This is an optimization exercise on Yosys and OpenROAD, whose aim is small area and a short achievable clock period, not a production implementation.
No run shown here included a check of the RTL's function; only the layout flow was run.
Power figures rest on the tool's default switching activity, not on a simulated workload.

File: flow/config.mk
export PLATFORM = sky130hd
export DESIGN_NAME = FP16_mcl
export DESIGN_NICKNAME = FP16_mcl
export VERILOG_FILES = /design/flow/design.v
export SDC_FILE = /design/flow/constraint.sdc
export NUM_CORES = 4
export LEC_CHECK = 0
export ABC_CLOCK_PERIOD_IN_PS = 3000
export CAP_MARGIN = 20
export CORE_MARGIN = 2
export CORE_UTILIZATION = 60
export CTS_BUF_LIST = sky130_fd_sc_hd__clkbuf_4 sky130_fd_sc_hd__clkbuf_8
export SETUP_SLACK_MARGIN = 2.5
export SLEW_MARGIN = 20
File: flow/constraint.sdc
create_clock -name core_clock -period 5.5 [get_ports {clk}]
set_input_delay 1.1000 -clock core_clock [delete_from_list [all_inputs] [get_ports {clk}]]
set_output_delay 1.1000 -clock core_clock [all_outputs]
set_load 0.01 [all_outputs]
File: flow/design.v
module FP16_mcl(
    input [15:0] data1,
    input [15:0] data2,
    input rst,
    input input_valid,
    input clk,
    output reg [15:0] datanew,
    output reg output_update
    );
    wire G1;
    wire G10;
    wire G11;
    wire G12;
    wire G13;
    wire G14;
    wire G15;
    wire G16;
    wire G17;
    wire G18;
    wire G19;
    wire G2;
    wire G20;
    wire G21;
    wire G22;
    wire G23;
    wire G24;
    wire G25;
    wire G26;
    wire G27;
    wire G28;
    wire G29;
    wire G3;
    wire G30;
    wire G31;
    wire G32;
    wire G33;
    wire G34;
    wire G35;
    wire G36;
    wire G37;
    wire G38;
    wire G39;
    wire G4;
    wire G40;
    wire G41;
    wire G42;
    wire G43;
    wire G5;
    wire G6;
    wire G7;
    wire G8;
    wire G9;
    wire P1;
    wire P10;
    wire P11;
    wire P12;
    wire P13;
    wire P14;
    wire P15;
    wire P16;
    wire P17;
    wire P18;
    wire P19;
    wire P2;
    wire P20;
    wire P21;
    wire P22;
    wire P23;
    wire P24;
    wire P25;
    wire P26;
    wire P3;
    wire P4;
    wire P5;
    wire P6;
    wire P7;
    wire P8;
    wire P9;
    wire bm5_0;
    wire bm5_1;
    wire bm5_10;
    wire bm5_11;
    wire bm5_2;
    wire bm5_3;
    wire bm5_4;
    wire bm5_5;
    wire bm5_6;
    wire bm5_7;
    wire bm5_8;
    wire bm5_9;
    wire bp0_0;
    wire bp0_1;
    wire bp0_10;
    wire bp0_11;
    wire bp0_2;
    wire bp0_3;
    wire bp0_4;
    wire bp0_5;
    wire bp0_6;
    wire bp0_7;
    wire bp0_8;
    wire bp0_9;
    wire bp1_0;
    wire bp1_1;
    wire bp1_10;
    wire bp1_11;
    wire bp1_2;
    wire bp1_3;
    wire bp1_4;
    wire bp1_5;
    wire bp1_6;
    wire bp1_7;
    wire bp1_8;
    wire bp1_9;
    wire bp2_0;
    wire bp2_1;
    wire bp2_10;
    wire bp2_11;
    wire bp2_2;
    wire bp2_3;
    wire bp2_4;
    wire bp2_5;
    wire bp2_6;
    wire bp2_7;
    wire bp2_8;
    wire bp2_9;
    wire bp3_0;
    wire bp3_1;
    wire bp3_10;
    wire bp3_11;
    wire bp3_2;
    wire bp3_3;
    wire bp3_4;
    wire bp3_5;
    wire bp3_6;
    wire bp3_7;
    wire bp3_8;
    wire bp3_9;
    wire bp4_0;
    wire bp4_1;
    wire bp4_10;
    wire bp4_11;
    wire bp4_2;
    wire bp4_3;
    wire bp4_4;
    wire bp4_5;
    wire bp4_6;
    wire bp4_7;
    wire bp4_8;
    wire bp4_9;
    wire c10_k1;
    wire c11_k0;
    wire c11_k1;
    wire c12_0_k0;
    wire c12_0_k1;
    wire c12_1_k0;
    wire c12_1_k1;
    wire fc_1_10_2;
    wire fc_1_10_3;
    wire fc_1_11_4;
    wire fc_1_11_5;
    wire fc_1_12_6;
    wire fc_1_12_7;
    wire fc_1_13_8;
    wire fc_1_13_9;
    wire fc_1_14_10;
    wire fc_1_14_11;
    wire fc_1_15_12;
    wire fc_1_16_13;
    wire fc_1_8_0;
    wire fc_1_9_1;
    wire fc_2_10_18;
    wire fc_2_11_19;
    wire fc_2_12_20;
    wire fc_2_13_21;
    wire fc_2_14_22;
    wire fc_2_15_23;
    wire fc_2_16_24;
    wire fc_2_17_25;
    wire fc_2_18_26;
    wire fc_2_6_14;
    wire fc_2_7_15;
    wire fc_2_8_16;
    wire fc_2_9_17;
    wire fc_3_10_33;
    wire fc_3_11_34;
    wire fc_3_12_35;
    wire fc_3_13_36;
    wire fc_3_14_37;
    wire fc_3_15_38;
    wire fc_3_16_39;
    wire fc_3_17_40;
    wire fc_3_18_41;
    wire fc_3_19_42;
    wire fc_3_20_43;
    wire fc_3_4_27;
    wire fc_3_5_28;
    wire fc_3_6_29;
    wire fc_3_7_30;
    wire fc_3_8_31;
    wire fc_3_9_32;
    wire fs_1_10_2;
    wire fs_1_10_3;
    wire fs_1_11_4;
    wire fs_1_11_5;
    wire fs_1_12_6;
    wire fs_1_12_7;
    wire fs_1_13_8;
    wire fs_1_13_9;
    wire fs_1_14_10;
    wire fs_1_14_11;
    wire fs_1_15_12;
    wire fs_1_16_13;
    wire fs_1_8_0;
    wire fs_1_9_1;
    wire fs_2_10_18;
    wire fs_2_11_19;
    wire fs_2_12_20;
    wire fs_2_13_21;
    wire fs_2_14_22;
    wire fs_2_15_23;
    wire fs_2_16_24;
    wire fs_2_17_25;
    wire fs_2_18_26;
    wire fs_2_6_14;
    wire fs_2_7_15;
    wire fs_2_8_16;
    wire fs_2_9_17;
    wire fs_3_10_33;
    wire fs_3_11_34;
    wire fs_3_12_35;
    wire fs_3_13_36;
    wire fs_3_14_37;
    wire fs_3_15_38;
    wire fs_3_16_39;
    wire fs_3_17_40;
    wire fs_3_18_41;
    wire fs_3_19_42;
    wire fs_3_20_43;
    wire fs_3_4_27;
    wire fs_3_5_28;
    wire fs_3_6_29;
    wire fs_3_7_30;
    wire fs_3_8_31;
    wire fs_3_9_32;
    wire g0;
    wire g10;
    wire g11;
    wire g12;
    wire g13;
    wire g14;
    wire g15;
    wire g16;
    wire g17;
    wire g18;
    wire g19;
    wire g2;
    wire g20;
    wire g21;
    wire g3;
    wire g4;
    wire g5;
    wire g6;
    wire g7;
    wire g8;
    wire g9;
    wire hc_1_6_0;
    wire hc_1_7_1;
    wire hc_1_8_2;
    wire hc_1_9_3;
    wire hc_2_4_4;
    wire hc_2_5_5;
    wire hc_3_2_6;
    wire hc_3_3_7;
    wire hrc12;
    wire hrc13;
    wire hrc14;
    wire hrc15;
    wire hrc16;
    wire hrc17;
    wire hrc18;
    wire hrc19;
    wire hrc20;
    wire hrc21;
    wire hrs11;
    wire hrs12;
    wire hrs13;
    wire hrs14;
    wire hrs15;
    wire hrs16;
    wire hrs17;
    wire hrs18;
    wire hrs19;
    wire hrs20;
    wire hrs21;
    wire hs_1_6_0;
    wire hs_1_7_1;
    wire hs_1_8_2;
    wire hs_1_9_3;
    wire hs_2_4_4;
    wire hs_2_5_5;
    wire hs_3_2_6;
    wire hs_3_3_7;
    wire l10_k0;
    wire l10_k1;
    wire l9_k0;
    wire l9_k1;
    wire n_bm5_11_c21;
    wire n_bm5_2_c12;
    wire n_bm5_2_c13;
    wire n_bm5_5_c15;
    wire n_bm5_7_c17;
    wire n_bm5_9_c19;
    wire neg0;
    wire neg1;
    wire neg2;
    wire neg3;
    wire neg4;
    wire nneg0;
    wire nneg1;
    wire nneg2;
    wire nneg3;
    wire nneg4;
    wire one0;
    wire one1;
    wire one2;
    wire one3;
    wire one4;
    wire p0;
    wire p10;
    wire p11;
    wire p12;
    wire p13;
    wire p14;
    wire p15;
    wire p16;
    wire p17;
    wire p18;
    wire p19;
    wire p2;
    wire p20;
    wire p21;
    wire p3;
    wire p4;
    wire p5;
    wire p6;
    wire p7;
    wire p8;
    wire p9;
    wire pl10;
    wire pl9;
    wire q0_10;
    wire q0_11;
    wire q0_12;
    wire q0_13;
    wire q0_14;
    wire q0_15;
    wire q0_16;
    wire q0_17;
    wire q0_18;
    wire q0_19;
    wire q0_20;
    wire q0_21;
    wire q0_c12;
    wire q10_k0;
    wire q10_k1;
    wire q11_0_k0;
    wire q11_0_k1;
    wire q11_1_k0;
    wire q11_1_k1;
    wire q1_11;
    wire q1_12;
    wire q1_13;
    wire q1_14;
    wire q1_15;
    wire q1_16;
    wire q1_17;
    wire q1_18;
    wire q1_19;
    wire q1_20;
    wire q1_c12;
    wire r0_k0;
    wire r0_k1;
    wire sg0;
    wire two0;
    wire two1;
    wire two2;
    wire two3;
    wire two4;
    wire ug12;
    wire ug13;
    wire ug14;
    wire ug15;
    wire ug16;
    wire ug17;
    wire ug18;
    wire ug19;
    wire ug20;
    wire ug21;
    wire up12;
    wire up13;
    wire up14;
    wire up15;
    wire up16;
    wire up17;
    wire up18;
    wire up19;
    wire up20;
    wire up21;
    wire z9_0;
    reg bp0_0_r1;
    reg neg0_r1;
    reg hs_3_2_6_r1;
    reg neg1_r1;
    reg hs_3_3_7_r1;
    reg hc_3_2_6_r1;
    reg fs_3_4_27_r1;
    reg hc_3_3_7_r1;
    reg fs_3_5_28_r1;
    reg fc_3_4_27_r1;
    reg fs_3_6_29_r1;
    reg fc_3_5_28_r1;
    reg fs_3_7_30_r1;
    reg fc_3_6_29_r1;
    reg fs_3_8_31_r1;
    reg fc_3_7_30_r1;
    reg fs_3_9_32_r1;
    reg fc_3_8_31_r1;
    reg fs_3_10_33_r1;
    reg fc_3_9_32_r1;
    reg fs_3_11_34_r1;
    reg fc_3_10_33_r1;
    reg fs_3_12_35_r1;
    reg fc_3_11_34_r1;
    reg fs_3_13_36_r1;
    reg fc_3_12_35_r1;
    reg fs_3_14_37_r1;
    reg fc_3_13_36_r1;
    reg fs_3_15_38_r1;
    reg fc_3_14_37_r1;
    reg fs_3_16_39_r1;
    reg fc_3_15_38_r1;
    reg fs_3_17_40_r1;
    reg fc_3_16_39_r1;
    reg fs_3_18_41_r1;
    reg fc_3_17_40_r1;
    reg fs_3_19_42_r1;
    reg fc_3_18_41_r1;
    reg fs_3_20_43_r1;
    reg fc_3_19_42_r1;
    reg n_bm5_11_c21_r1;
    reg fc_3_20_43_r1;
    reg bp0_1_r1;
    reg z9_0_r1;
    reg es0_5_r1;
    reg es0_4_r1;
    reg es0_3_r1;
    reg es0_2_r1;
    reg es0_1_r1;
    reg es0_0_r1;
    reg sg0_r1;
    wire inf0 = (&data1[14:10]) | (&data2[14:10]);
    wire zero0 = ~(|data1[14:0]) | ~(|data2[14:0]);
    wire [5:0] esum0 = data1[14:10] + data2[14:10];
    wire [5:0] es0 = inf0 ? 6'd63 : zero0 ? 6'd0 : esum0;
    assign sg0 = data1[15] ^ data2[15];
    wire [10:0] t1, t2;
    assign t1[0] = 1'b1;
    assign t1[1] = ~(|data1[0:0]);
    assign t1[2] = ~(|data1[1:0]);
    assign t1[3] = ~(|data1[2:0]);
    assign t1[4] = ~(|data1[3:0]);
    assign t1[5] = ~(|data1[4:0]);
    assign t1[6] = ~(|data1[5:0]);
    assign t1[7] = ~(|data1[6:0]);
    assign t1[8] = ~(|data1[7:0]);
    assign t1[9] = ~(|data1[8:0]);
    assign t1[10] = ~(|data1[9:0]);
    assign t2[0] = 1'b1;
    assign t2[1] = ~(|data2[0:0]);
    assign t2[2] = ~(|data2[1:0]);
    assign t2[3] = ~(|data2[2:0]);
    assign t2[4] = ~(|data2[3:0]);
    assign t2[5] = ~(|data2[4:0]);
    assign t2[6] = ~(|data2[5:0]);
    assign t2[7] = ~(|data2[6:0]);
    assign t2[8] = ~(|data2[7:0]);
    assign t2[9] = ~(|data2[8:0]);
    assign t2[10] = ~(|data2[9:0]);
    assign z9_0 = (t1[0] & t2[9]) | (t1[1] & t2[8]) | (t1[2] & t2[7]) | (t1[3] & t2[6]) | (t1[4] & t2[5]) | (t1[5] & t2[4]) | (t1[6] & t2[3]) | (t1[7] & t2[2]) | (t1[8] & t2[1]) | (t1[9] & t2[0]);
    assign neg0 = data2[1] & ~(data2[0] & 1'b0);
    assign one0 = data2[0] ^ 1'b0;
    assign two0 = (data2[1] & ~data2[0] & ~1'b0) | (~data2[1] & data2[0] & 1'b0);
    assign bp0_0 = ((one0 & data1[0])) ^ neg0;
    assign bp0_1 = ((one0 & data1[1]) | (two0 & data1[0])) ^ neg0;
    assign bp0_2 = ((one0 & data1[2]) | (two0 & data1[1])) ^ neg0;
    assign bp0_3 = ((one0 & data1[3]) | (two0 & data1[2])) ^ neg0;
    assign bp0_4 = ((one0 & data1[4]) | (two0 & data1[3])) ^ neg0;
    assign bp0_5 = ((one0 & data1[5]) | (two0 & data1[4])) ^ neg0;
    assign bp0_6 = ((one0 & data1[6]) | (two0 & data1[5])) ^ neg0;
    assign bp0_7 = ((one0 & data1[7]) | (two0 & data1[6])) ^ neg0;
    assign bp0_8 = ((one0 & data1[8]) | (two0 & data1[7])) ^ neg0;
    assign bp0_9 = ((one0 & data1[9]) | (two0 & data1[8])) ^ neg0;
    assign bp0_10 = ((one0 & 1'b1) | (two0 & data1[9])) ^ neg0;
    assign bp0_11 = ((two0 & 1'b1)) ^ neg0;
    assign nneg0 = ~neg0;
    assign neg1 = data2[3] & ~(data2[2] & data2[1]);
    assign one1 = data2[2] ^ data2[1];
    assign two1 = (data2[3] & ~data2[2] & ~data2[1]) | (~data2[3] & data2[2] & data2[1]);
    assign bp1_0 = ((one1 & data1[0])) ^ neg1;
    assign bp1_1 = ((one1 & data1[1]) | (two1 & data1[0])) ^ neg1;
    assign bp1_2 = ((one1 & data1[2]) | (two1 & data1[1])) ^ neg1;
    assign bp1_3 = ((one1 & data1[3]) | (two1 & data1[2])) ^ neg1;
    assign bp1_4 = ((one1 & data1[4]) | (two1 & data1[3])) ^ neg1;
    assign bp1_5 = ((one1 & data1[5]) | (two1 & data1[4])) ^ neg1;
    assign bp1_6 = ((one1 & data1[6]) | (two1 & data1[5])) ^ neg1;
    assign bp1_7 = ((one1 & data1[7]) | (two1 & data1[6])) ^ neg1;
    assign bp1_8 = ((one1 & data1[8]) | (two1 & data1[7])) ^ neg1;
    assign bp1_9 = ((one1 & data1[9]) | (two1 & data1[8])) ^ neg1;
    assign bp1_10 = ((one1 & 1'b1) | (two1 & data1[9])) ^ neg1;
    assign bp1_11 = ((two1 & 1'b1)) ^ neg1;
    assign nneg1 = ~neg1;
    assign neg2 = data2[5] & ~(data2[4] & data2[3]);
    assign one2 = data2[4] ^ data2[3];
    assign two2 = (data2[5] & ~data2[4] & ~data2[3]) | (~data2[5] & data2[4] & data2[3]);
    assign bp2_0 = ((one2 & data1[0])) ^ neg2;
    assign bp2_1 = ((one2 & data1[1]) | (two2 & data1[0])) ^ neg2;
    assign bp2_2 = ((one2 & data1[2]) | (two2 & data1[1])) ^ neg2;
    assign bp2_3 = ((one2 & data1[3]) | (two2 & data1[2])) ^ neg2;
    assign bp2_4 = ((one2 & data1[4]) | (two2 & data1[3])) ^ neg2;
    assign bp2_5 = ((one2 & data1[5]) | (two2 & data1[4])) ^ neg2;
    assign bp2_6 = ((one2 & data1[6]) | (two2 & data1[5])) ^ neg2;
    assign bp2_7 = ((one2 & data1[7]) | (two2 & data1[6])) ^ neg2;
    assign bp2_8 = ((one2 & data1[8]) | (two2 & data1[7])) ^ neg2;
    assign bp2_9 = ((one2 & data1[9]) | (two2 & data1[8])) ^ neg2;
    assign bp2_10 = ((one2 & 1'b1) | (two2 & data1[9])) ^ neg2;
    assign bp2_11 = ((two2 & 1'b1)) ^ neg2;
    assign nneg2 = ~neg2;
    assign neg3 = data2[7] & ~(data2[6] & data2[5]);
    assign one3 = data2[6] ^ data2[5];
    assign two3 = (data2[7] & ~data2[6] & ~data2[5]) | (~data2[7] & data2[6] & data2[5]);
    assign bp3_0 = ((one3 & data1[0])) ^ neg3;
    assign bp3_1 = ((one3 & data1[1]) | (two3 & data1[0])) ^ neg3;
    assign bp3_2 = ((one3 & data1[2]) | (two3 & data1[1])) ^ neg3;
    assign bp3_3 = ((one3 & data1[3]) | (two3 & data1[2])) ^ neg3;
    assign bp3_4 = ((one3 & data1[4]) | (two3 & data1[3])) ^ neg3;
    assign bp3_5 = ((one3 & data1[5]) | (two3 & data1[4])) ^ neg3;
    assign bp3_6 = ((one3 & data1[6]) | (two3 & data1[5])) ^ neg3;
    assign bp3_7 = ((one3 & data1[7]) | (two3 & data1[6])) ^ neg3;
    assign bp3_8 = ((one3 & data1[8]) | (two3 & data1[7])) ^ neg3;
    assign bp3_9 = ((one3 & data1[9]) | (two3 & data1[8])) ^ neg3;
    assign bp3_10 = ((one3 & 1'b1) | (two3 & data1[9])) ^ neg3;
    assign bp3_11 = ((two3 & 1'b1)) ^ neg3;
    assign nneg3 = ~neg3;
    assign neg4 = data2[9] & ~(data2[8] & data2[7]);
    assign one4 = data2[8] ^ data2[7];
    assign two4 = (data2[9] & ~data2[8] & ~data2[7]) | (~data2[9] & data2[8] & data2[7]);
    assign bp4_0 = ((one4 & data1[0])) ^ neg4;
    assign bp4_1 = ((one4 & data1[1]) | (two4 & data1[0])) ^ neg4;
    assign bp4_2 = ((one4 & data1[2]) | (two4 & data1[1])) ^ neg4;
    assign bp4_3 = ((one4 & data1[3]) | (two4 & data1[2])) ^ neg4;
    assign bp4_4 = ((one4 & data1[4]) | (two4 & data1[3])) ^ neg4;
    assign bp4_5 = ((one4 & data1[5]) | (two4 & data1[4])) ^ neg4;
    assign bp4_6 = ((one4 & data1[6]) | (two4 & data1[5])) ^ neg4;
    assign bp4_7 = ((one4 & data1[7]) | (two4 & data1[6])) ^ neg4;
    assign bp4_8 = ((one4 & data1[8]) | (two4 & data1[7])) ^ neg4;
    assign bp4_9 = ((one4 & data1[9]) | (two4 & data1[8])) ^ neg4;
    assign bp4_10 = ((one4 & 1'b1) | (two4 & data1[9])) ^ neg4;
    assign bp4_11 = ((two4 & 1'b1)) ^ neg4;
    assign nneg4 = ~neg4;
    assign bm5_0 = data2[9] ? 1'b0 : data1[0];
    assign bm5_1 = data2[9] ? data1[0] : data1[1];
    assign bm5_2 = data2[9] ? data1[1] : data1[2];
    assign bm5_3 = data2[9] ? data1[2] : data1[3];
    assign bm5_4 = data2[9] ? data1[3] : data1[4];
    assign bm5_5 = data2[9] ? data1[4] : data1[5];
    assign bm5_6 = data2[9] ? data1[5] : data1[6];
    assign bm5_7 = data2[9] ? data1[6] : data1[7];
    assign bm5_8 = data2[9] ? data1[7] : data1[8];
    assign bm5_9 = data2[9] ? data1[8] : data1[9];
    assign bm5_10 = data2[9] ? data1[9] : 1'b1;
    assign bm5_11 = data2[9];
    assign n_bm5_2_c12 = ~bm5_2;
    assign n_bm5_2_c13 = ~bm5_2;
    assign n_bm5_5_c15 = ~bm5_5;
    assign n_bm5_7_c17 = ~bm5_7;
    assign n_bm5_9_c19 = ~bm5_9;
    assign n_bm5_11_c21 = ~bm5_11;
    assign hs_1_6_0 = bp0_6 ^ bp1_4;
    assign hc_1_6_0 = bp0_6 & bp1_4;
    assign hs_1_7_1 = bp0_7 ^ bp1_5;
    assign hc_1_7_1 = bp0_7 & bp1_5;
    assign fs_1_8_0 = bp0_8 ^ bp1_6 ^ bp2_4;
    assign fc_1_8_0 = (bp0_8 & bp1_6) | (bp0_8 & bp2_4) | (bp1_6 & bp2_4);
    assign hs_1_8_2 = bp3_2 ^ bp4_0;
    assign hc_1_8_2 = bp3_2 & bp4_0;
    assign fs_1_9_1 = bp0_9 ^ bp1_7 ^ bp2_5;
    assign fc_1_9_1 = (bp0_9 & bp1_7) | (bp0_9 & bp2_5) | (bp1_7 & bp2_5);
    assign hs_1_9_3 = bp3_3 ^ bp4_1;
    assign hc_1_9_3 = bp3_3 & bp4_1;
    assign fs_1_10_2 = bp0_10 ^ bp1_8 ^ bp2_6;
    assign fc_1_10_2 = (bp0_10 & bp1_8) | (bp0_10 & bp2_6) | (bp1_8 & bp2_6);
    assign fs_1_10_3 = bp3_4 ^ bp4_2 ^ bm5_0;
    assign fc_1_10_3 = (bp3_4 & bp4_2) | (bp3_4 & bm5_0) | (bp4_2 & bm5_0);
    assign fs_1_11_4 = bp0_11 ^ bp1_9 ^ bp2_7;
    assign fc_1_11_4 = (bp0_11 & bp1_9) | (bp0_11 & bp2_7) | (bp1_9 & bp2_7);
    assign fs_1_11_5 = bp3_5 ^ bp4_3 ^ bm5_1;
    assign fc_1_11_5 = (bp3_5 & bp4_3) | (bp3_5 & bm5_1) | (bp4_3 & bm5_1);
    assign fs_1_12_6 = nneg0 ^ bp1_10 ^ bp2_8;
    assign fc_1_12_6 = (nneg0 & bp1_10) | (nneg0 & bp2_8) | (bp1_10 & bp2_8);
    assign fs_1_12_7 = bp3_6 ^ bp4_4 ^ n_bm5_2_c12;
    assign fc_1_12_7 = (bp3_6 & bp4_4) | (bp3_6 & n_bm5_2_c12) | (bp4_4 & n_bm5_2_c12);
    assign fs_1_13_8 = bp1_11 ^ bp2_9 ^ bp3_7;
    assign fc_1_13_8 = (bp1_11 & bp2_9) | (bp1_11 & bp3_7) | (bp2_9 & bp3_7);
    assign fs_1_13_9 = bp4_5 ^ bm5_3 ^ n_bm5_2_c13;
    assign fc_1_13_9 = (bp4_5 & bm5_3) | (bp4_5 & n_bm5_2_c13) | (bm5_3 & n_bm5_2_c13);
    assign fs_1_14_10 = nneg1 ^ bp2_10 ^ bp3_8;
    assign fc_1_14_10 = (nneg1 & bp2_10) | (nneg1 & bp3_8) | (bp2_10 & bp3_8);
    assign fs_1_14_11 = bp4_6 ^ bm5_4 ^ bm5_2;
    assign fc_1_14_11 = (bp4_6 & bm5_4) | (bp4_6 & bm5_2) | (bm5_4 & bm5_2);
    assign fs_1_15_12 = bp2_11 ^ bp3_9 ^ bp4_7;
    assign fc_1_15_12 = (bp2_11 & bp3_9) | (bp2_11 & bp4_7) | (bp3_9 & bp4_7);
    assign fs_1_16_13 = nneg2 ^ bp3_10 ^ bp4_8;
    assign fc_1_16_13 = (nneg2 & bp3_10) | (nneg2 & bp4_8) | (bp3_10 & bp4_8);
    assign hs_2_4_4 = bp0_4 ^ bp1_2;
    assign hc_2_4_4 = bp0_4 & bp1_2;
    assign hs_2_5_5 = bp0_5 ^ bp1_3;
    assign hc_2_5_5 = bp0_5 & bp1_3;
    assign fs_2_6_14 = hs_1_6_0 ^ bp2_2 ^ bp3_0;
    assign fc_2_6_14 = (hs_1_6_0 & bp2_2) | (hs_1_6_0 & bp3_0) | (bp2_2 & bp3_0);
    assign fs_2_7_15 = hs_1_7_1 ^ bp2_3 ^ bp3_1;
    assign fc_2_7_15 = (hs_1_7_1 & bp2_3) | (hs_1_7_1 & bp3_1) | (bp2_3 & bp3_1);
    assign fs_2_8_16 = fs_1_8_0 ^ hs_1_8_2 ^ neg4;
    assign fc_2_8_16 = (fs_1_8_0 & hs_1_8_2) | (fs_1_8_0 & neg4) | (hs_1_8_2 & neg4);
    assign fs_2_9_17 = fs_1_9_1 ^ hs_1_9_3 ^ fc_1_8_0;
    assign fc_2_9_17 = (fs_1_9_1 & hs_1_9_3) | (fs_1_9_1 & fc_1_8_0) | (hs_1_9_3 & fc_1_8_0);
    assign fs_2_10_18 = fs_1_10_2 ^ fs_1_10_3 ^ fc_1_9_1;
    assign fc_2_10_18 = (fs_1_10_2 & fs_1_10_3) | (fs_1_10_2 & fc_1_9_1) | (fs_1_10_3 & fc_1_9_1);
    assign fs_2_11_19 = fs_1_11_4 ^ fs_1_11_5 ^ fc_1_10_2;
    assign fc_2_11_19 = (fs_1_11_4 & fs_1_11_5) | (fs_1_11_4 & fc_1_10_2) | (fs_1_11_5 & fc_1_10_2);
    assign fs_2_12_20 = fs_1_12_6 ^ fs_1_12_7 ^ fc_1_11_4;
    assign fc_2_12_20 = (fs_1_12_6 & fs_1_12_7) | (fs_1_12_6 & fc_1_11_4) | (fs_1_12_7 & fc_1_11_4);
    assign fs_2_13_21 = fs_1_13_8 ^ fs_1_13_9 ^ fc_1_12_6;
    assign fc_2_13_21 = (fs_1_13_8 & fs_1_13_9) | (fs_1_13_8 & fc_1_12_6) | (fs_1_13_9 & fc_1_12_6);
    assign fs_2_14_22 = fs_1_14_10 ^ fs_1_14_11 ^ fc_1_13_8;
    assign fc_2_14_22 = (fs_1_14_10 & fs_1_14_11) | (fs_1_14_10 & fc_1_13_8) | (fs_1_14_11 & fc_1_13_8);
    assign fs_2_15_23 = fs_1_15_12 ^ n_bm5_5_c15 ^ fc_1_14_10;
    assign fc_2_15_23 = (fs_1_15_12 & n_bm5_5_c15) | (fs_1_15_12 & fc_1_14_10) | (n_bm5_5_c15 & fc_1_14_10);
    assign fs_2_16_24 = fs_1_16_13 ^ bm5_6 ^ bm5_5;
    assign fc_2_16_24 = (fs_1_16_13 & bm5_6) | (fs_1_16_13 & bm5_5) | (bm5_6 & bm5_5);
    assign fs_2_17_25 = bp3_11 ^ bp4_9 ^ n_bm5_7_c17;
    assign fc_2_17_25 = (bp3_11 & bp4_9) | (bp3_11 & n_bm5_7_c17) | (bp4_9 & n_bm5_7_c17);
    assign fs_2_18_26 = nneg3 ^ bp4_10 ^ bm5_8;
    assign fc_2_18_26 = (nneg3 & bp4_10) | (nneg3 & bm5_8) | (bp4_10 & bm5_8);
    assign hs_3_2_6 = bp0_2 ^ bp1_0;
    assign hc_3_2_6 = bp0_2 & bp1_0;
    assign hs_3_3_7 = bp0_3 ^ bp1_1;
    assign hc_3_3_7 = bp0_3 & bp1_1;
    assign fs_3_4_27 = hs_2_4_4 ^ bp2_0 ^ neg2;
    assign fc_3_4_27 = (hs_2_4_4 & bp2_0) | (hs_2_4_4 & neg2) | (bp2_0 & neg2);
    assign fs_3_5_28 = hs_2_5_5 ^ bp2_1 ^ hc_2_4_4;
    assign fc_3_5_28 = (hs_2_5_5 & bp2_1) | (hs_2_5_5 & hc_2_4_4) | (bp2_1 & hc_2_4_4);
    assign fs_3_6_29 = fs_2_6_14 ^ neg3 ^ hc_2_5_5;
    assign fc_3_6_29 = (fs_2_6_14 & neg3) | (fs_2_6_14 & hc_2_5_5) | (neg3 & hc_2_5_5);
    assign fs_3_7_30 = fs_2_7_15 ^ hc_1_6_0 ^ fc_2_6_14;
    assign fc_3_7_30 = (fs_2_7_15 & hc_1_6_0) | (fs_2_7_15 & fc_2_6_14) | (hc_1_6_0 & fc_2_6_14);
    assign fs_3_8_31 = fs_2_8_16 ^ hc_1_7_1 ^ fc_2_7_15;
    assign fc_3_8_31 = (fs_2_8_16 & hc_1_7_1) | (fs_2_8_16 & fc_2_7_15) | (hc_1_7_1 & fc_2_7_15);
    assign fs_3_9_32 = fs_2_9_17 ^ hc_1_8_2 ^ fc_2_8_16;
    assign fc_3_9_32 = (fs_2_9_17 & hc_1_8_2) | (fs_2_9_17 & fc_2_8_16) | (hc_1_8_2 & fc_2_8_16);
    assign fs_3_10_33 = fs_2_10_18 ^ hc_1_9_3 ^ fc_2_9_17;
    assign fc_3_10_33 = (fs_2_10_18 & hc_1_9_3) | (fs_2_10_18 & fc_2_9_17) | (hc_1_9_3 & fc_2_9_17);
    assign fs_3_11_34 = fs_2_11_19 ^ fc_1_10_3 ^ fc_2_10_18;
    assign fc_3_11_34 = (fs_2_11_19 & fc_1_10_3) | (fs_2_11_19 & fc_2_10_18) | (fc_1_10_3 & fc_2_10_18);
    assign fs_3_12_35 = fs_2_12_20 ^ fc_1_11_5 ^ fc_2_11_19;
    assign fc_3_12_35 = (fs_2_12_20 & fc_1_11_5) | (fs_2_12_20 & fc_2_11_19) | (fc_1_11_5 & fc_2_11_19);
    assign fs_3_13_36 = fs_2_13_21 ^ fc_1_12_7 ^ fc_2_12_20;
    assign fc_3_13_36 = (fs_2_13_21 & fc_1_12_7) | (fs_2_13_21 & fc_2_12_20) | (fc_1_12_7 & fc_2_12_20);
    assign fs_3_14_37 = fs_2_14_22 ^ fc_1_13_9 ^ fc_2_13_21;
    assign fc_3_14_37 = (fs_2_14_22 & fc_1_13_9) | (fs_2_14_22 & fc_2_13_21) | (fc_1_13_9 & fc_2_13_21);
    assign fs_3_15_38 = fs_2_15_23 ^ fc_1_14_11 ^ fc_2_14_22;
    assign fc_3_15_38 = (fs_2_15_23 & fc_1_14_11) | (fs_2_15_23 & fc_2_14_22) | (fc_1_14_11 & fc_2_14_22);
    assign fs_3_16_39 = fs_2_16_24 ^ fc_1_15_12 ^ fc_2_15_23;
    assign fc_3_16_39 = (fs_2_16_24 & fc_1_15_12) | (fs_2_16_24 & fc_2_15_23) | (fc_1_15_12 & fc_2_15_23);
    assign fs_3_17_40 = fs_2_17_25 ^ fc_1_16_13 ^ fc_2_16_24;
    assign fc_3_17_40 = (fs_2_17_25 & fc_1_16_13) | (fs_2_17_25 & fc_2_16_24) | (fc_1_16_13 & fc_2_16_24);
    assign fs_3_18_41 = fs_2_18_26 ^ bm5_7 ^ fc_2_17_25;
    assign fc_3_18_41 = (fs_2_18_26 & bm5_7) | (fs_2_18_26 & fc_2_17_25) | (bm5_7 & fc_2_17_25);
    assign fs_3_19_42 = bp4_11 ^ n_bm5_9_c19 ^ fc_2_18_26;
    assign fc_3_19_42 = (bp4_11 & n_bm5_9_c19) | (bp4_11 & fc_2_18_26) | (n_bm5_9_c19 & fc_2_18_26);
    assign fs_3_20_43 = nneg4 ^ bm5_10 ^ bm5_9;
    assign fc_3_20_43 = (nneg4 & bm5_10) | (nneg4 & bm5_9) | (bm5_10 & bm5_9);
    assign g0 = bp0_0_r1 & neg0_r1;
    assign p0 = bp0_0_r1 ^ neg0_r1;
    assign g2 = hs_3_2_6_r1 & neg1_r1;
    assign p2 = hs_3_2_6_r1 ^ neg1_r1;
    assign g3 = hs_3_3_7_r1 & hc_3_2_6_r1;
    assign p3 = hs_3_3_7_r1 ^ hc_3_2_6_r1;
    assign g4 = fs_3_4_27_r1 & hc_3_3_7_r1;
    assign p4 = fs_3_4_27_r1 ^ hc_3_3_7_r1;
    assign g5 = fs_3_5_28_r1 & fc_3_4_27_r1;
    assign p5 = fs_3_5_28_r1 ^ fc_3_4_27_r1;
    assign g6 = fs_3_6_29_r1 & fc_3_5_28_r1;
    assign p6 = fs_3_6_29_r1 ^ fc_3_5_28_r1;
    assign g7 = fs_3_7_30_r1 & fc_3_6_29_r1;
    assign p7 = fs_3_7_30_r1 ^ fc_3_6_29_r1;
    assign g8 = fs_3_8_31_r1 & fc_3_7_30_r1;
    assign p8 = fs_3_8_31_r1 ^ fc_3_7_30_r1;
    assign g9 = fs_3_9_32_r1 & fc_3_8_31_r1;
    assign p9 = fs_3_9_32_r1 ^ fc_3_8_31_r1;
    assign g10 = fs_3_10_33_r1 & fc_3_9_32_r1;
    assign p10 = fs_3_10_33_r1 ^ fc_3_9_32_r1;
    assign g11 = fs_3_11_34_r1 & fc_3_10_33_r1;
    assign p11 = fs_3_11_34_r1 ^ fc_3_10_33_r1;
    assign g12 = fs_3_12_35_r1 & fc_3_11_34_r1;
    assign p12 = fs_3_12_35_r1 ^ fc_3_11_34_r1;
    assign g13 = fs_3_13_36_r1 & fc_3_12_35_r1;
    assign p13 = fs_3_13_36_r1 ^ fc_3_12_35_r1;
    assign g14 = fs_3_14_37_r1 & fc_3_13_36_r1;
    assign p14 = fs_3_14_37_r1 ^ fc_3_13_36_r1;
    assign g15 = fs_3_15_38_r1 & fc_3_14_37_r1;
    assign p15 = fs_3_15_38_r1 ^ fc_3_14_37_r1;
    assign g16 = fs_3_16_39_r1 & fc_3_15_38_r1;
    assign p16 = fs_3_16_39_r1 ^ fc_3_15_38_r1;
    assign g17 = fs_3_17_40_r1 & fc_3_16_39_r1;
    assign p17 = fs_3_17_40_r1 ^ fc_3_16_39_r1;
    assign g18 = fs_3_18_41_r1 & fc_3_17_40_r1;
    assign p18 = fs_3_18_41_r1 ^ fc_3_17_40_r1;
    assign g19 = fs_3_19_42_r1 & fc_3_18_41_r1;
    assign p19 = fs_3_19_42_r1 ^ fc_3_18_41_r1;
    assign g20 = fs_3_20_43_r1 & fc_3_19_42_r1;
    assign p20 = fs_3_20_43_r1 ^ fc_3_19_42_r1;
    assign g21 = n_bm5_11_c21_r1 & fc_3_20_43_r1;
    assign p21 = n_bm5_11_c21_r1 ^ fc_3_20_43_r1;
    assign G1 = bp0_1_r1 & g0;
    assign P1 = bp0_1_r1 & p0;
    assign G2 = g3 | (p3 & g2);
    assign P2 = p3 & p2;
    assign G3 = g5 | (p5 & g4);
    assign P3 = p5 & p4;
    assign G4 = g7 | (p7 & g6);
    assign P4 = p7 & p6;
    assign G5 = g2 | (p2 & G1);
    assign P5 = p2 & P1;
    assign G6 = G2 | (P2 & G1);
    assign P6 = P2 & P1;
    assign G7 = g6 | (p6 & G3);
    assign P7 = p6 & P3;
    assign G8 = G4 | (P4 & G3);
    assign P8 = P4 & P3;
    assign G9 = g4 | (p4 & G6);
    assign P9 = p4 & P6;
    assign G10 = G3 | (P3 & G6);
    assign P10 = P3 & P6;
    assign G11 = G7 | (P7 & G6);
    assign P11 = P7 & P6;
    assign G12 = G8 | (P8 & G6);
    assign P12 = P8 & P6;
    assign G13 = g8 | (p8 & G12);
    assign P13 = p8 & P12;
    assign hrs11 = fs_3_11_34_r1 ^ fc_3_10_33_r1;
    assign hrc12 = fs_3_11_34_r1 & fc_3_10_33_r1;
    assign hrs12 = fs_3_12_35_r1 ^ fc_3_11_34_r1;
    assign hrc13 = fs_3_12_35_r1 & fc_3_11_34_r1;
    assign hrs13 = fs_3_13_36_r1 ^ fc_3_12_35_r1;
    assign hrc14 = fs_3_13_36_r1 & fc_3_12_35_r1;
    assign hrs14 = fs_3_14_37_r1 ^ fc_3_13_36_r1;
    assign hrc15 = fs_3_14_37_r1 & fc_3_13_36_r1;
    assign hrs15 = fs_3_15_38_r1 ^ fc_3_14_37_r1;
    assign hrc16 = fs_3_15_38_r1 & fc_3_14_37_r1;
    assign hrs16 = fs_3_16_39_r1 ^ fc_3_15_38_r1;
    assign hrc17 = fs_3_16_39_r1 & fc_3_15_38_r1;
    assign hrs17 = fs_3_17_40_r1 ^ fc_3_16_39_r1;
    assign hrc18 = fs_3_17_40_r1 & fc_3_16_39_r1;
    assign hrs18 = fs_3_18_41_r1 ^ fc_3_17_40_r1;
    assign hrc19 = fs_3_18_41_r1 & fc_3_17_40_r1;
    assign hrs19 = fs_3_19_42_r1 ^ fc_3_18_41_r1;
    assign hrc20 = fs_3_19_42_r1 & fc_3_18_41_r1;
    assign hrs20 = fs_3_20_43_r1 ^ fc_3_19_42_r1;
    assign hrc21 = fs_3_20_43_r1 & fc_3_19_42_r1;
    assign hrs21 = n_bm5_11_c21_r1 ^ fc_3_20_43_r1;
    assign ug12 = hrs12 & hrc12;
    assign up12 = hrs12 ^ hrc12;
    assign ug13 = hrs13 & hrc13;
    assign up13 = hrs13 ^ hrc13;
    assign ug14 = hrs14 & hrc14;
    assign up14 = hrs14 ^ hrc14;
    assign ug15 = hrs15 & hrc15;
    assign up15 = hrs15 ^ hrc15;
    assign ug16 = hrs16 & hrc16;
    assign up16 = hrs16 ^ hrc16;
    assign ug17 = hrs17 & hrc17;
    assign up17 = hrs17 ^ hrc17;
    assign ug18 = hrs18 & hrc18;
    assign up18 = hrs18 ^ hrc18;
    assign ug19 = hrs19 & hrc19;
    assign up19 = hrs19 ^ hrc19;
    assign ug20 = hrs20 & hrc20;
    assign up20 = hrs20 ^ hrc20;
    assign ug21 = hrs21 & hrc21;
    assign up21 = hrs21 ^ hrc21;
    assign G14 = ug13 | (up13 & ug12);
    assign P14 = up13 & up12;
    assign G15 = ug15 | (up15 & ug14);
    assign P15 = up15 & up14;
    assign G16 = ug17 | (up17 & ug16);
    assign P16 = up17 & up16;
    assign G17 = ug19 | (up19 & ug18);
    assign P17 = up19 & up18;
    assign G18 = ug14 | (up14 & G14);
    assign P18 = up14 & P14;
    assign G19 = G15 | (P15 & G14);
    assign P19 = P15 & P14;
    assign G20 = ug18 | (up18 & G16);
    assign P20 = up18 & P16;
    assign G21 = G17 | (P17 & G16);
    assign P21 = P17 & P16;
    assign G22 = ug16 | (up16 & G19);
    assign P22 = up16 & P19;
    assign G23 = G16 | (P16 & G19);
    assign P23 = P16 & P19;
    assign G24 = G20 | (P20 & G19);
    assign P24 = P20 & P19;
    assign G25 = G21 | (P21 & G19);
    assign P25 = P21 & P19;
    assign G26 = ug20 | (up20 & G25);
    assign P26 = up20 & P25;
    assign l9_k0 = p9;
    assign l10_k0 = p10 ^ g9;
    assign c11_k0 = g10 | (p10 & g9);
    assign r0_k0 = l10_k0 & l9_k0;
    assign c12_0_k0 = (hrs11 & c11_k0) | (hrs11 & r0_k0) | (c11_k0 & r0_k0);
    assign q11_0_k0 = hrs11 ^ c11_k0 ^ r0_k0;
    assign c12_1_k0 = (hrs11 & c11_k0) | (hrs11 & l10_k0) | (c11_k0 & l10_k0);
    assign q11_1_k0 = hrs11 ^ c11_k0 ^ l10_k0;
    assign q10_k0 = l10_k0 ^ l9_k0;
    assign l9_k1 = ~p9;
    assign c10_k1 = fs_3_9_32_r1 | fc_3_8_31_r1;
    assign l10_k1 = p10 ^ c10_k1;
    assign c11_k1 = g10 | (p10 & c10_k1);
    assign r0_k1 = l10_k1 & l9_k1;
    assign c12_0_k1 = (hrs11 & c11_k1) | (hrs11 & r0_k1) | (c11_k1 & r0_k1);
    assign q11_0_k1 = hrs11 ^ c11_k1 ^ r0_k1;
    assign c12_1_k1 = (hrs11 & c11_k1) | (hrs11 & l10_k1) | (c11_k1 & l10_k1);
    assign q11_1_k1 = hrs11 ^ c11_k1 ^ l10_k1;
    assign q10_k1 = l10_k1 ^ l9_k1;
    assign pl9 = G13 ? l9_k1 : l9_k0;
    assign pl10 = G13 ? l10_k1 : l10_k0;
    assign q0_10 = G13 ? q10_k1 : q10_k0;
    assign q0_c12 = G13 ? c12_0_k1 : c12_0_k0;
    assign q0_11 = G13 ? q11_0_k1 : q11_0_k0;
    assign q0_12 = up12 ^ q0_c12;
    assign G27 = ug12 | (up12 & q0_c12);
    assign q0_13 = up13 ^ G27;
    assign G28 = G14 | (P14 & q0_c12);
    assign q0_14 = up14 ^ G28;
    assign G29 = G18 | (P18 & q0_c12);
    assign q0_15 = up15 ^ G29;
    assign G30 = G19 | (P19 & q0_c12);
    assign q0_16 = up16 ^ G30;
    assign G31 = G22 | (P22 & q0_c12);
    assign q0_17 = up17 ^ G31;
    assign G32 = G23 | (P23 & q0_c12);
    assign q0_18 = up18 ^ G32;
    assign G33 = G24 | (P24 & q0_c12);
    assign q0_19 = up19 ^ G33;
    assign G34 = G25 | (P25 & q0_c12);
    assign q0_20 = up20 ^ G34;
    assign G35 = G26 | (P26 & q0_c12);
    assign q0_21 = up21 ^ G35;
    assign q1_c12 = G13 ? c12_1_k1 : c12_1_k0;
    assign q1_11 = G13 ? q11_1_k1 : q11_1_k0;
    assign q1_12 = up12 ^ q1_c12;
    assign G36 = ug12 | (up12 & q1_c12);
    assign q1_13 = up13 ^ G36;
    assign G37 = G14 | (P14 & q1_c12);
    assign q1_14 = up14 ^ G37;
    assign G38 = G18 | (P18 & q1_c12);
    assign q1_15 = up15 ^ G38;
    assign G39 = G19 | (P19 & q1_c12);
    assign q1_16 = up16 ^ G39;
    assign G40 = G22 | (P22 & q1_c12);
    assign q1_17 = up17 ^ G40;
    assign G41 = G23 | (P23 & q1_c12);
    assign q1_18 = up18 ^ G41;
    assign G42 = G24 | (P24 & q1_c12);
    assign q1_19 = up19 ^ G42;
    assign G43 = G25 | (P25 & q1_c12);
    assign q1_20 = up20 ^ G43;
    wire z9 = z9_0_r1;
    wire k = q0_21;
    wire tie0 = pl9 & z9;
    wire tie1 = pl10 & ~pl9 & z9;
    wire [9:0] frac1 = {q1_20, q1_19, q1_18, q1_17, q1_16, q1_15, q1_14, q1_13, q1_12, q1_11 & ~tie1};
    wire [9:0] frac0 = {q0_19, q0_18, q0_17, q0_16, q0_15, q0_14, q0_13, q0_12, q0_11, q0_10 & ~tie0};
    wire [5:0] esr = {es0_5_r1, es0_4_r1, es0_3_r1, es0_2_r1, es0_1_r1, es0_0_r1};
    wire sat1 = esr >= 6'd45;
    wire sat0 = esr >= 6'd46;
    wire flz1 = esr <= 6'd14;
    wire flz0 = esr <= 6'd15;
    wire [4:0] eo1 = esr[4:0] + 5'd18;
    wire [4:0] eo0 = esr[4:0] + 5'd17;
    wire sg = sg0_r1;
    wire [15:0] res1 = sat1 ? {sg, 15'h7fff} : flz1 ? 16'h0000 : {sg, eo1, frac1};
    wire [15:0] res0 = sat0 ? {sg, 15'h7fff} : flz0 ? 16'h0000 : {sg, eo0, frac0};
    wire [15:0] res = k ? res1 : res0;
    reg [0:0] vld;
    always @(posedge clk or posedge rst)
        if (rst) begin
            vld <= 1'd0;
            output_update <= 1'b0;
        end else begin
            vld <= input_valid;
            output_update <= vld[0];
        end
    always @(posedge clk) begin
        bp0_0_r1 <= bp0_0;
        neg0_r1 <= neg0;
        hs_3_2_6_r1 <= hs_3_2_6;
        neg1_r1 <= neg1;
        hs_3_3_7_r1 <= hs_3_3_7;
        hc_3_2_6_r1 <= hc_3_2_6;
        fs_3_4_27_r1 <= fs_3_4_27;
        hc_3_3_7_r1 <= hc_3_3_7;
        fs_3_5_28_r1 <= fs_3_5_28;
        fc_3_4_27_r1 <= fc_3_4_27;
        fs_3_6_29_r1 <= fs_3_6_29;
        fc_3_5_28_r1 <= fc_3_5_28;
        fs_3_7_30_r1 <= fs_3_7_30;
        fc_3_6_29_r1 <= fc_3_6_29;
        fs_3_8_31_r1 <= fs_3_8_31;
        fc_3_7_30_r1 <= fc_3_7_30;
        fs_3_9_32_r1 <= fs_3_9_32;
        fc_3_8_31_r1 <= fc_3_8_31;
        fs_3_10_33_r1 <= fs_3_10_33;
        fc_3_9_32_r1 <= fc_3_9_32;
        fs_3_11_34_r1 <= fs_3_11_34;
        fc_3_10_33_r1 <= fc_3_10_33;
        fs_3_12_35_r1 <= fs_3_12_35;
        fc_3_11_34_r1 <= fc_3_11_34;
        fs_3_13_36_r1 <= fs_3_13_36;
        fc_3_12_35_r1 <= fc_3_12_35;
        fs_3_14_37_r1 <= fs_3_14_37;
        fc_3_13_36_r1 <= fc_3_13_36;
        fs_3_15_38_r1 <= fs_3_15_38;
        fc_3_14_37_r1 <= fc_3_14_37;
        fs_3_16_39_r1 <= fs_3_16_39;
        fc_3_15_38_r1 <= fc_3_15_38;
        fs_3_17_40_r1 <= fs_3_17_40;
        fc_3_16_39_r1 <= fc_3_16_39;
        fs_3_18_41_r1 <= fs_3_18_41;
        fc_3_17_40_r1 <= fc_3_17_40;
        fs_3_19_42_r1 <= fs_3_19_42;
        fc_3_18_41_r1 <= fc_3_18_41;
        fs_3_20_43_r1 <= fs_3_20_43;
        fc_3_19_42_r1 <= fc_3_19_42;
        n_bm5_11_c21_r1 <= n_bm5_11_c21;
        fc_3_20_43_r1 <= fc_3_20_43;
        bp0_1_r1 <= bp0_1;
        z9_0_r1 <= z9_0;
        es0_5_r1 <= es0[5];
        es0_4_r1 <= es0[4];
        es0_3_r1 <= es0[3];
        es0_2_r1 <= es0[2];
        es0_1_r1 <= es0[1];
        es0_0_r1 <= es0[0];
        sg0_r1 <= sg0;
        datanew <= res;
    end
endmodule
File: flow/run.sh
#!/bin/bash
# synth_recipe.tcl (not shown) runs the flow's synth.tcl, then flattens the netlist and writes it again
# the make line also repeats each setting of config.mk as NAME=value (left out here)
make -C /OpenROAD-flow-scripts/flow DESIGN_CONFIG=/design/flow/config.mk WORK_HOME=/design/flow/orfs CLKGATE_MAP_FILE= SYNTH_SCRIPT=/design/flow/synth_recipe.tcl finish
==> results of run 1 <==
==> worst max-delay path, stage by stage <==
cell and delay, ps:
buf_12 110, buf_4 160, nand2_2 90, o21ai_4 70, buf_6 130, buf_12 120
a22oi_1 230, xnor2_1 180, fa_1 480, fa_1 510, inv_1 60, fa_2 520
==> final cells by class <==
type,count,area share
clock buffers,10,0.0167
clock inverters,6,0.00508
well taps,136,0.0216
repair buffers,101,0.132
multi-input cells,487,0.613
flip-flops and latches,69,0.177
inverters,71,0.0360
==> worst max path at each step <==
stage                   from             to  slack [ps]
floorplan           data2[7]  fs_3_13_36_r1        1930
global placement    data2[1]  fs_3_12_35_r1         900
detailed placement  data2[1]  fs_3_10_33_r1         780
CTS                 data2[9]  fs_3_11_34_r1        2200
global route        data2[7]  fs_3_12_35_r1        2050
finish              data2[7]  fs_3_12_35_r1        2050
==> where the power goes <==
group / leakage [µW] / total [µW] / internal, µW / switching, µW
clock: 0.0000777 / 377 / 167 / 210
combinational: 0.00274 / 3500 / 1620 / 1880
sequential: 0.000587 / 794 / 721 / 73.5
==> placed cells by master, fill, tap and decap left out, types with 16 or more instances in the layout <==
cell / instances
a21oi_1: 27
a22oi_2: 22
buf_4: 34
clkdlybuf4s50_1: 31
dfxtp_1: 66
fa_1: 36
fa_2: 16
ha_1: 46
inv_1: 59
mux2i_1: 22
nand2_1: 31
nor2_1: 27
o21ai_0: 31
xnor2_1: 42
xor2_1: 35
==> per-layer routing <==
layer,wire (µm),global-route usage,part of all wire,vias to the layer above
li1,-,-,-,2422
met1,6450,0.364,0.38,2490
met2,8540,0.539,0.50,262
met3,1180,0.0408,0.070,73
met4,767,0.150,0.045,0
met5,0,0,0,-
==> cells by family (layout without fill, tap and decap cells) <==
group / count (synthesis) / in the layout / share of synthesized area
compound gates: 161 / 162 / 0.181
xor+xnor: 84 / 85 / 0.123
fa+ha+maj: 104 / 104 / 0.274
buf+inv: 110 / 188 / 0.0691
flops: 69 / 69 / 0.225
mux: 26 / 26 / 0.0429
simple gates: 110 / 110 / 0.0849
==> metrics by stage <==
stage	power [µW]	cell area, µm²	utilization	std cells	hold slack [ps]
3_5_place_dp	3860	6850	0.675	821	347
2_1_floorplan	3120	6340	-	664	331
3_3_place_gp	3770	6850	0.675	821	341
6_report	4670	7890	0.778	880	360
5_1_grt	5100	7890	0.778	880	373
4_1_cts	4520	7710	0.761	876	365
==> repair_timing <==
action | CTS | global route
pin swaps | 64 | 21
gates cloned | 4 | 0
endpoints found under the setup margin | 54 | 42
gates resized for setup | 177 | 28
setup buffers | 35 | 4
==> summary.md, run 1 <==
| Metric | Value |
|---|---|
| Crit Path Class | `in2reg` |
| Main synth FF type | `dfxtp_1` |
| Rel. slew slack | `0.449` |
| Syn avg cell area | `9.30 µm²` |
| Drt pass-1 iters | `7` |
| DRC viols | `0` |
| Min-Delay Path Class | `reg2reg` |
| Reg area | `0.00139 mm²` |
| # nets final | `878` |
| Crit share post-route | `0.628` |
| DIE AREA | `0.0111 mm²` |
| DRT iter0 DRCs | `299` |
| RSZ-0062 raised after global routing | `yes` |
| Post-route minimum period | `3450 ps` |
| Die width | `105 µm` |
| Post-synth EDFFs | `0` |
| Maximum buffer depth of the clock tree | `2` |
| Core area | `0.0101 mm²` |
| Reg clk slew, reported paths | `80 ps` |
| Fin. max-slew vios | `0` |
| Hold path depth | `0` |
| Setup TNS | `0 ps` |
| Cells after synthesis | `664` |
| Largest net degree at the start of global routing | `25` |
| Synth Cell Area | `0.00618 mm²` |
| TritonCTS clock tree | `yes` |
| R2r setup slk | `2370 ps` |
| Worst endpoint required time | `5810 ps` |
| Drt wl/cell | `19.3 µm` |
| Die Ht | `105 µm` |
| Clock Latency Late Sink | `360 ps` |
| Layout cells sized above 1 | `0.259` |
| Synth area leader | `dfxtp_1` |
| Port-buffer cells | `51` |
| Crit start category | `input pin` |
| IO Pins | `52` |
| CTS Root Cell | `clkbuf_8` |
| Max cap viols | `0` |
| H-tree Lvls | `3` |
| Tot GR Track Use | `0.305` |
| Row Count | `37` |
| Via/cell ratio | `5.96` |
| Power per Cell Area | `592 mW/mm²` |
| Number of global-route vias before repair | `5,359` |
| Fillers | `657` |
| Hold endpoint | `output_update` |
| Footprint of the multi-input gates | `0.00483 mm²` |
| Initial Util | `0.609` |
| N_diodes | `0` |
| Routed WL | `16,900 µm` |
| Hold Crit Start | `vld` |
| Gr ovfl total | `0` |
| Top-count cell post-synth | `inv_1` |
| Initial antenna violation count | `0` |
| Final hold vios | `0` |
| CTS Buf Count | `9` |
| Area Overhead vs Synth | `27.6%` |
| Placement Setup Slack | `776 ps` |
| Reg with most FFs | `datanew` |
| Routed Antenna Nets | `0` |
| Clk sink count | `69` |
| Worst endpoint data arrival time | `3760 ps` |
| Outcome | `timing/DRC/antenna clean` |
| Final setup fails | `0` |
| Max Fanout on Critical Path | `5` |
| RR Endpoint | `datanew[11]` |
| Max IR drop VDD | `416 µV` |
| Post-route setup slack | `2050 ps` |
| Async S/R FF share, synth | `0.0290` |
| FMAX | `0.290 GHz` |
| Post-synthesis cell type count | `65` |
| DR vias | `5,247` |
| Clk_skew | `13.8 ps` |
| Synth warn | `1` |
| Syn nets | `803` |
| Top-area cell type share of the netlist area | `0.217` |
| Leakage power | `0.00340 µW` |
| Detailed placer's ending HPWL | `11,300 µm` |
| Number of flip-flops in the largest register | `16` |
| First-pass GRT wire length | `26,800 µm` |
| Flops & latches, synth | `69` |
| Largest cells by area after synthesis | `dfxtp_1 22%, fa_1 17%, ha_1 11%` |
| Routability-driven placement congestion ratio | `0.911` |
| CTS Hold Bufs | `0` |
| Worst-case reg-to-reg path depth | `13` |
| Worst Tran Pin Value | `823 ps` |
| CP endpoint kind | `register` |
| Commonest cells post-synth | `68 x inv_1, 67 x dfxtp_1, 52 x fa_1, 52 x ha_1, 46 x xnor2_1` |
| RR Startpoint | `fs_3_9_32_r1` |
| Sequential-to-total area share from yosys stat | `0.225` |
==> run 2: changes to the inputs <==
==> flow/config.mk (replaced) <==
export PLATFORM = sky130hd
export DESIGN_NAME = FP16_mcl
export DESIGN_NICKNAME = FP16_mcl
export VERILOG_FILES = /design/flow/design.v
export SDC_FILE = /design/flow/constraint.sdc
export NUM_CORES = 4
export LEC_CHECK = 0
export ABC_CLOCK_PERIOD_IN_PS = 4000
export CAP_MARGIN = 20
export CORE_MARGIN = 2
export CORE_UTILIZATION = 60
export CTS_BUF_LIST = sky130_fd_sc_hd__clkbuf_4 sky130_fd_sc_hd__clkbuf_8
export SETUP_SLACK_MARGIN = 1.5
export SLEW_MARGIN = 20
==> summary.md, run 2 <==
| Metric | Value |
|---|---|
| Crit-path cells | `clkdlybuf4s50_1 > ha_1 > a22oi_1 > xnor2_1 > fa_1 > fa_1 > inv_1 > fa_1` |
| Worst path slowest cell | `fa_1` |
| DIE AREA | `0.0111 mm²` |
| Outcome | `timing/DRC/antenna clean` |
| Area Overhead vs Synth | `15.2%` |
| RSZ-0062 raised after global routing | `no` |
| Dpl cell area | `0.00677 mm²` |
| IO Pins | `52` |
| Worst-case reg-to-reg path depth | `12` |
| Logic pwr share | `0.702` |
| Clk sink count | `69` |
| Max Fanout on Critical Path | `11` |
| Fin. max-slew vios | `0` |
| Reg clk slew, reported paths | `70 ps` |
| Final non-filler cell total | `844` |
| Drt wl/cell | `16.7 µm` |
| Clock Latency Late Sink | `360 ps` |
| Worst endpoint required time | `5730 ps` |
| Main synth FF type | `dfxtp_1` |
| Pwr Total | `4340 µW` |
| Hold endpoint | `output_update` |
| Synth Cell Area | `0.00618 mm²` |
| Flops & latches, synth | `69` |
| Routability-driven placement congestion ratio | `0.925` |
| N_diodes | `0` |
| Power per Cell Area | `610 mW/mm²` |
| Die width | `105 µm` |
| Rel. slew slack | `0.372` |
| Port-buffer cells | `51` |
| Drt pass-1 iters | `5` |
| Number of flip-flops in the largest register | `16` |
| Number of global-route vias before repair | `4,825` |
| Metal2 WL | `6990 µm` |
| Crit share post-route | `0.703` |
| Hold path depth | `0` |
| Worst endpoint data arrival time | `4100 ps` |
| Synth warn | `1` |
| Synth area leader | `dfxtp_1` |
| RR Endpoint | `datanew[11]` |
| CTS Buf Count | `9` |
| Switching pwr | `1960 µW` |
| M1 WL | `6000 µm` |
| Max cap viols | `0` |
| # nets final | `842` |
| Highest metal used | `met4` |
| Commonest cells post-synth | `68 x inv_1, 67 x dfxtp_1, 52 x fa_1, 52 x ha_1, 46 x xnor2_1` |
| RR Startpoint | `fs_3_9_32_r1` |
| Cell Count Post-Placement | `822` |
| Via/cell ratio | `5.72` |
| Routed Antenna Nets | `0` |
| Syn nets | `803` |
| Post-route minimum period | `3870 ps` |
| Post-layout util | `0.702` |
| Sequential share of power | `0.183` |
| Crit start category | `input pin` |
| R2r setup slk | `2260 ps` |
| DRC viols | `0` |
| Maximum buffer depth of the clock tree | `2` |
| CTS Root Cell | `clkbuf_8` |
| Post-synth EDFFs | `0` |
| Initial antenna violation count | `0` |
| Max incr delay on CP | `550 ps` |
| Routed WL | `14,100 µm` |
| H-tree Lvls | `3` |
| Hold Crit Start | `vld` |
| Tot GR Track Use | `0.266` |
| Row Count | `37` |
| Layout cells sized above 1 | `0.0862` |
| First-pass GRT wire length | `23,500 µm` |
| Met3 routed WL | `748 µm` |
| Reg with most FFs | `datanew` |
| TritonCTS clock tree | `yes` |
| Initial Util | `0.609` |
| Crit Path Class | `in2reg` |
| Final hold vios | `0` |
| Detailed placer's ending HPWL | `11,000 µm` |
| Switching part of the total | `0.452` |
| Min-Delay Path Class | `reg2reg` |
| Syn avg cell area | `9.30 µm²` |
| Clk pwr share | `0.115` |
| Fillers | `783` |
| Post-synthesis cell type count | `65` |
| Core area | `0.0101 mm²` |
| Leakage power | `0.00320 µW` |
| Max IR drop VDD | `335 µV` |
| Sequential-to-total area share from yosys stat | `0.225` |
| FMAX | `0.259 GHz` |
| Gr ovfl total | `0` |
| CP Buf/Inv Count | `2` |
| Commonest cells after routing, fill and taps aside | `67 x inv_1, 67 x dfxtp_1, 52 x fa_1` |
| DR vias | `4,824` |
| Clk_skew | `9.65 ps` |
| Setup TNS | `0 ps` |
| Worst Tran Pin Value | `931 ps` |
| Cell mode on critical path | `fa_1` |
| Largest net degree at the start of global routing | `25` |
| Largest cells by area after synthesis | `dfxtp_1 22%, fa_1 17%, ha_1 11%` |
| Die Ht | `105 µm` |
| Fin area | `0.00712 mm²` |
| Internal power | `2380 µW` |
| Cells after synthesis | `664` |
| Final setup fails | `0` |
| Top-area cell type share of the netlist area | `0.217` |
| Async S/R FF share, synth | `0.0290` |
| Top-count cell post-synth | `inv_1` |
| DRT iter0 DRCs | `239` |
| Cell family with most CP delay | `adder cells` |
| CP endpoint kind | `register` |
run 2: worst reg2reg max path, cell delays in order, from the launching register on:
cell      delay (ps)
dfxtp_1          310
ha_1             210
fa_1             460
ha_1             210
inv_1             60
fa_1             180
nand2b_1          90
or2_0            230
o32a_4           380
a31oi_4          250
nor2_8            80
xnor2_4          250
a311o_1          420
run 2: power by group through the flow:
stage / logic, µW / clock network, µW / registers (µW)
final: 3050 / 499 / 795
after global routing: 3420 / 532 / 814
after CTS: 3050 / 511 / 796
after detailed placement: 3020 / 0 / 806
after global placement: 2980 / 0 / 801
after floorplan: 2290 / 0 / 820
run 2: what timing repair did:
action,in CTS,in global routing
gates resized for setup,5,16
buffers inserted,2,2
cloned,1,1
endpoints found under the setup margin,5,18
hold buffers,0,0
pin swaps,0,3
run 2: kinds of logic (layout without fill, tap and decap cells):
family | count (synthesis) | count (layout) | synth area share
XOR/XNOR | 84 | 84 | 0.123
buffers and inverters | 110 | 154 | 0.0691
flip-flops | 69 | 69 | 0.225
AO/OA/AOI/OAI | 161 | 161 | 0.181
adder cells (fa/ha/maj) | 104 | 104 | 0.274
multiplexers | 26 | 26 | 0.0429
AND/OR/NAND/NOR | 110 | 110 | 0.0849
run 2: stage by stage:
step | setup WS [ps] | hold slack [ps]
2_1_floorplan | 1580 | 331
3_3_place_gp | 1100 | 340
3_5_place_dp | 1050 | 349
4_1_cts | 1480 | 364
5_1_grt | 1500 | 370
6_report | 1630 | 358
run 2: final cells by class:
cell class | instances | area, µm² | share of cell area
multi-input combinational | 485 | 4380 | 0.616
sequential | 69 | 1390 | 0.196
timing repair buffer | 67 | 659 | 0.0927
inverter | 71 | 269 | 0.0378
tap | 136 | 170 | 0.0239
clock buffer | 10 | 131 | 0.0185
clock inverter | 6 | 111 | 0.0156
run 2: worst max-delay path by stage:
stage                     cells after the start  startpoint             to
after detailed placement                     12    data2[9]  fs_3_13_36_r1
final                                         8    data2[2]   fs_3_9_32_r1
after floorplan                               9    data2[7]  fs_3_13_36_r1
after global routing                         10    data2[6]  fs_3_12_35_r1
after global placement                       10    data2[5]  fs_3_14_37_r1
after CTS                                    11    data2[9]  fs_3_11_34_r1
run 2: layer usage:
layer / vias to the layer above / track usage
met2: 171 / 0.464
met3: 27 / 0.0340
met5: - / 0
met1: 2284 / 0.333
li1: 2342 / -
met4: 0 / 0.109
==> run 3: changes to the inputs <==
==> flow/config.mk (replaced) <==
export PLATFORM = sky130hd
export DESIGN_NAME = FP16_mcl
export DESIGN_NICKNAME = FP16_mcl
export VERILOG_FILES = /design/flow/design.v
export SDC_FILE = /design/flow/constraint.sdc
export NUM_CORES = 4
export LEC_CHECK = 0
export ABC_CLOCK_PERIOD_IN_PS = 3500
export CAP_MARGIN = 20
export CORE_MARGIN = 2
export CORE_UTILIZATION = 60
export CTS_BUF_LIST = sky130_fd_sc_hd__clkbuf_4 sky130_fd_sc_hd__clkbuf_8
export SETUP_SLACK_MARGIN = 2.0
export SLEW_MARGIN = 20
==> summary.md, run 3 <==
| Metric | Value |
|---|---|
| Outcome | `timing/DRC/antenna clean` |
| Rel. slew slack | `0.342` |
| Synth warn | `1` |
| Fillers | `745` |
| Post-route setup slack | `1970 ps` |
| Met2 usage | `0.467` |
| Drt pass-1 iters | `5` |
| Core area | `0.0101 mm²` |
| Min-Delay Path Class | `reg2reg` |
| Syn avg cell area | `9.30 µm²` |
| Commonest non-fill, non-tap cell in the layout | `dfxtp_1` |
| Reg clk slew, reported paths | `80 ps` |
| Drt wl/cell | `17.0 µm` |
| RR Startpoint | `fs_3_9_32_r1` |
| Commonest cells after routing, fill and taps aside | `67 x dfxtp_1, 62 x inv_1, 52 x fa_1` |
| Largest cells by area after synthesis | `dfxtp_1 22%, fa_1 17%, ha_1 11%` |
| Initial Util | `0.609` |
| Final hold vios | `0` |
| FMAX | `0.283 GHz` |
| Logic pwr share | `0.713` |
| Pwr Total | `4330 µW` |
| Cell mode on critical path | `fa_1` |
| Detailed placer's ending HPWL | `10,900 µm` |
| CP Buf/Inv Count | `6` |
| Worst Tran Pin Value | `980 ps` |
| GR peak layer | `met2` |
| IO Pins | `52` |
| Main synth FF type | `dfxtp_1` |
| RSZ-0062 raised after global routing | `yes` |
| Die Ht | `105 µm` |
| Top-area cell type share of the netlist area | `0.217` |
| CTS Hold Bufs | `0` |
| Fin. max-slew vios | `0` |
| Max incr delay on CP | `500 ps` |
| Sequential share of power | `0.184` |
| Synth Cell Area | `0.00618 mm²` |
| Worst path slowest cell | `fa_1` |
| Clk_skew | `11.5 ps` |
| Post-synthesis cell type count | `65` |
| First-pass GRT wire length | `24,800 µm` |
| Tot GR Track Use | `0.280` |
| Routed Antenna Nets | `0` |
| Clk sink count | `69` |
| Commonest cells post-synth | `68 x inv_1, 67 x dfxtp_1, 52 x fa_1, 52 x ha_1, 46 x xnor2_1` |
| Port-buffer cells | `51` |
| CP endpoint kind | `register` |
| CTS Buf Count | `9` |
| Clock Latency Late Sink | `350 ps` |
| Cells after synthesis | `664` |
| Syn nets | `803` |
| Number of global-route vias before repair | `5,076` |
| Switching pwr | `1980 µW` |
| Crit start category | `input pin` |
| Initial antenna violation count | `0` |
| Final non-filler cell total | `861` |
| Leakage power | `0.00328 µW` |
| Power per Cell Area | `589 mW/mm²` |
| Async S/R FF share, synth | `0.0290` |
| Number of flip-flops in the largest register | `16` |
| Setup TNS | `0 ps` |
| Row Count | `37` |
| Final setup fails | `0` |
| DRC viols | `0` |
| Routability-driven placement congestion ratio | `0.920` |
| N_diodes | `0` |
| Critical Path Start | `data2[9]` |
| Met3 Use GR | `0.0470` |
| Reg with most FFs | `datanew` |
| Crit-path cells | `buf_6 > buf_8 > inv_8 > or3_4 > o21ai_4 > buf_6 > a22oi_2 > xnor2_2 > fa_1 > inv_1 > fa_1 > inv_2 > fa_1` |
| Post-layout util | `0.726` |
| Post-route minimum period | `3530 ps` |
| DR vias | `4,938` |
| Post-synth EDFFs | `0` |
| Top-count cell post-synth | `inv_1` |
| Crit share post-route | `0.642` |
| Met1 Use GR | `0.356` |
| Cell Count Post-Placement | `821` |
| Routed WL | `14,600 µm` |
| Hold Crit Start | `vld` |
| Max cap viols | `0` |
| Synth area leader | `dfxtp_1` |
| Cell family with most CP delay | `adder cells` |
| TritonCTS clock tree | `yes` |
| Maximum buffer depth of the clock tree | `2` |
| Internal power | `2350 µW` |
| Flops & latches, synth | `69` |
| Die width | `105 µm` |
| DIE AREA | `0.0111 mm²` |
| Switching part of the total | `0.458` |
| Gr ovfl total | `0` |
| Max Fanout on Critical Path | `7` |
| Largest net degree at the start of global routing | `25` |
| Via/cell ratio | `5.74` |
| Worst endpoint data arrival time | `3740 ps` |
| H-tree Lvls | `3` |
| Max IR drop VDD | `308 µV` |
| Clk pwr share | `0.104` |
| # nets final | `860` |
| Layout cells sized above 1 | `0.163` |
| Crit Path Class | `in2reg` |
| Placement Setup Slack | `893 ps` |
| Sequential-to-total area share from yosys stat | `0.225` |
| Worst endpoint required time | `5710 ps` |
| DRT iter0 DRCs | `231` |
| CTS Root Cell | `clkbuf_8` |
| Area Overhead vs Synth | `19.1%` |
run 3: cells by family after synthesis:
logic type                 share of synthesized area
AOI/OAI and AO/OA                              0.181
buffers and inverters                         0.0691
adders and majority gates                      0.274
DFF                                            0.225
muxes                                         0.0429
xor gates and xnor gates                       0.123
and+or+nand+nor                               0.0849
run 3: layer usage:
layer,vias up,share of wire
met5,-,0
met4,0,0.033
met3,35,0.063
met2,182,0.48
met1,2352,0.42
li1,2369,-
run 3: stage by stage:
stage	cell area [µm²]	hold slack, ps
floorplan	6300	331
global placement	6810	343
detailed placement	6810	344
CTS	7240	363
global route	7360	370
finish	7360	357
run 3: what timing repair did:
item	CTS	global route
pin swaps	13	31
endpoints found under the setup margin	26	19
cloned	2	0
resized for setup	74	43
buffers inserted	12	11
run 3: final cells by class:
| type | count | area [µm²] | share of cell area |
|---|---|---|---|
| multi-input combinational | 485 | 4550 | 0.618 |
| sequential | 69 | 1390 | 0.189 |
| timing repair buffer | 85 | 758 | 0.103 |
| inverter | 71 | 279 | 0.0379 |
| tap | 136 | 170 | 0.0231 |
| clock buffer | 9 | 124 | 0.0168 |
| clock inverter | 6 | 88.8 | 0.0121 |
run 3: path summary, 6_finish.rpt:
check | endpoint | slack (ps) | cells past startpoint
max reg2reg | datanew[15] | 2270 | 12
min reg2reg | output_update | 360 | 0
min in group asynchronous | output_update | 890 | 2
min | output_update | 360 | 0
max in group asynchronous | vld | 4510 | 2
max | fs_3_13_36_r1 | 1970 | 13
run 3: power groups by stage:
stage	Combinational (µW)	Sequential [µW]	Clock [µW]
floorplan	2300	820	0
global placement	2970	802	0
detailed placement	3040	808	0
CTS	3080	797	460
global route	3500	817	476
finish	3090	795	450

Check on run 3: ideal ports give 1.967 ns setup slack; a clkbuf_16 on the clock port and buf_2 on the inputs give 1.964 ns; moving port delays by the midpoint clock arrival (0.382 ns) as well gives 1.583 ns.
